This is an optimization exercise on Yosys and OpenROAD, whose aim is a short achievable clock period and few clock cycles, not a production implementation. Function was checked by simulation only, so behaviour that the tests miss may differ from the original.

alpha:
## processor
module processor(
    input clk,
    input rst,
    output [31:0] imem_addr,
    input [31:0] imem_rdata,
    output [31:0] dmem_addr,
    output [31:0] dmem_wdata,
    output dmem_we,
    input [31:0] dmem_rdata,
    output rf_we,
    output [4:0] rf_waddr,
    output [31:0] rf_wdata
);
    integer k;
    reg [31:0] pcF;
    reg [15:0] biF;             
    reg [15:0] btb_v;
    reg [5:0]  btb_tag [0:15];    
    reg [29:0] btb_tgt [0:15];
    reg [1:0]  btb_ctr [0:15];
    reg [15:0] btb_short;       
    reg        upd_v;
    reg [3:0]  upd_idx;
    reg [5:0]  upd_tag;
    reg [29:0] upd_tgt;
    reg [1:0]  upd_ctr;
    reg        upd_short;
    reg        validD;
    reg [31:0] instrD;
    reg [31:0] v1lD, v1hD, v2lD, v2hD;
    wire [31:0] v1D = v1lD | v1hD;
    wire [31:0] v2D = v2lD | v2hD;
    reg        bypF1, bypF2;    
    reg [31:0] prevW;           
    reg [31:0] pcD;
    reg        predD, hitD;
    reg [29:0] tgtPD;           
    reg [31:0] immAD;           
    reg [31:0] immBJD;          
    reg        off0D;           
    reg [1:0]  ctrD;
    reg [31:0] opA, opB, addrE, sdE;
    reg        weE, brE, jalE, jalrE, redirE;
    reg        stE;             
    reg        brLtE, brInvE, brUpdE, shortE, noRedir, badE, invE, upd_inv;
    reg        o_add, o_sub, o_and, o_or, o_xor, o_slt, o_sltu, o_passB, o_link, o_ld;
    reg [4:0]  rdE;
    reg [31:0] pc4E, altE, sAltE;
    reg [29:0] tgtE;
    reg [29:0] pcE;
    reg        predE, hitE;
    reg [1:0]  ctrE;
    reg [31:0] ResW;
    reg        weW;             
    reg [31:1] wrW;             
    reg [4:0]  rdW;
    reg [31:0] rf [1:31];
    wire [31:0] A = opA;
    wire [31:0] B = opB;
    wire [31:0] sum  = A + B;
    wire [31:0] diff = A - B;
    wire eq   = (A == B);
    wire lt31 = A[30:0] < B[30:0];
    wire ltS  = (A[31] ^ B[31]) ? A[31] : lt31;
    wire ltU  = (A[31] ^ B[31]) ? B[31] : lt31;
    wire [31:0] resE =
          ({32{o_add}}   & sum)
        | ({32{o_sub}}   & diff)
        | ({32{o_and}}   & (A & B))
        | ({32{o_or}}    & (A | B))
        | ({32{o_xor}}   & (A ^ B))
  ...
For scale: about 9,300 cells after synthesis, ~2,400 flip-flops, roughly 110,000 sq um of cells after synthesis.
export LEC_CHECK = 0
export CAP_MARGIN = 20
export CORE_MARGIN = 2
export CORE_UTILIZATION = 50
export CTS_CLUSTER_DIAMETER = 50
export CTS_CLUSTER_SIZE = 24
export PLACE_DENSITY = 0.65
export SLEW_MARGIN = 20
create_clock -name core_clock -period 11.0 [get_ports {clk}]
standard.sh (not shown) runs the stock make flow with config.mk's settings and CLKGATE_MAP_FILE= SYNTH_SCRIPT=/design/flow/synth_recipe.tcl, a recipe that flattens the netlist after the stock synthesis.
==> flow/flow/run.sh <==
#!/bin/bash
# The standard layout (standard.sh), made with these settings changed:
#  - synthesis maps with a shorter abc script (one SOP balancing, one choice
#    computation, then delay-oriented mapping with pin permutation) instead of ORFS's
#    abc_speed.script, whose repeated area-recovery rounds turn the adders
#    and comparators into ripple chains. The script is swapped in a copy of
#    ORFS's scripts folder made here; everything else in it is unchanged;
#  - ADDER_MAP_FILE is empty, so synthesis leaves the adders to abc instead of
#    mapping them to full- and half-adder cells first.
#  Neither changes the registers: the same flip-flops, names and cell types
#  as the standard synthesis (abc only maps the combinational logic).
#  - timing repair aims for MARGIN ns of setup slack at the design's clock
#    period (the SDC is the design's, unchanged).
# make's output goes to standard_make.log; ORFS's per-step logs are under orfs/logs.
set -euo pipefail
MARGIN=7.5
rm -rf scripts
cp -r "$FLOW_HOME/scripts" scripts
printf '&get -n\n&st\n&if -g -K 6\n&st\n&dch -f\n&nf -p\n&put\nbuffer -c\ntopo\nstime -c\nupsize -c\ndnsize -c\n' > scripts/abc_speed.script
bash standard.sh SCRIPTS_DIR="$PWD/scripts" ADDER_MAP_FILE= SETUP_SLACK_MARGIN=$MARGIN finish > standard_make.log 2>&1
alpha | stages: all done | timing, DRC, antenna: all pass
Testbench counts of alpha, summed over its fixed seeds: cycles 41,240.
diff inputs: alpha => delta
--- a/flow/config.mk
+++ b/flow/config.mk
@@ -9,6 +9,4 @@
 export CORE_MARGIN = 2
 export CORE_UTILIZATION = 50
-export CTS_CLUSTER_DIAMETER = 50
-export CTS_CLUSTER_SIZE = 24
 export PLACE_DENSITY = 0.65
 export SLEW_MARGIN = 20
### Flow results
- delta: full flow OK, the timing, design-rule and antenna checks passed
- Measured against each other, delta and alpha differ in count of clock buffers in the final design, the higher figure coming from delta.
- Comparing the two runs side by side, delta comes out ahead of alpha on post-route minimum period.
- Looking at insertion delay of the later-clocked pin in the worst-skew pair, delta sits 20 ps lower than alpha does.
- Changes observed in delta relative to alpha: wire length on met3 held; final area held; critical path depth has decreased.

## static timing again, ports no longer ideal
The flow's constraints put no driver on any port. The routed layouts listed below were extracted and timed again, unchanged, in two steps.
Step 1 assumes that a clkbuf_16 drives the clock port and a buf_2 every other input.
Step 2 times the ports against the registers' clock, not the clock port: input delays grow and output delays shrink by t, the midpoint of the rising clock arrivals with the driver on.
Slacks: ideal ports / drivers / drivers and shift; pairs: ideal ports / drivers.
| run | t (ns) | slack for setup (ns) | worst hold slack (ns) | worst slew at a driven data input, ns | cell pins on the clock port's net |
|---|---|---|---|---|---|
| alpha | 1.006 | 7.232 / 7.136 / 6.292 | 0.322 / 0.322 / 0.322 | 0.22 | 1 |
| delta | 0.993 | 7.252 / 7.161 / 6.424 | 0.325 / 0.325 / 0.325 | 0.22 | 1 |
After both steps every run listed still meets setup and hold. The setup slack of alpha, which loses most, moves by -0.096 ns with the drivers and by -0.940 ns with both steps.
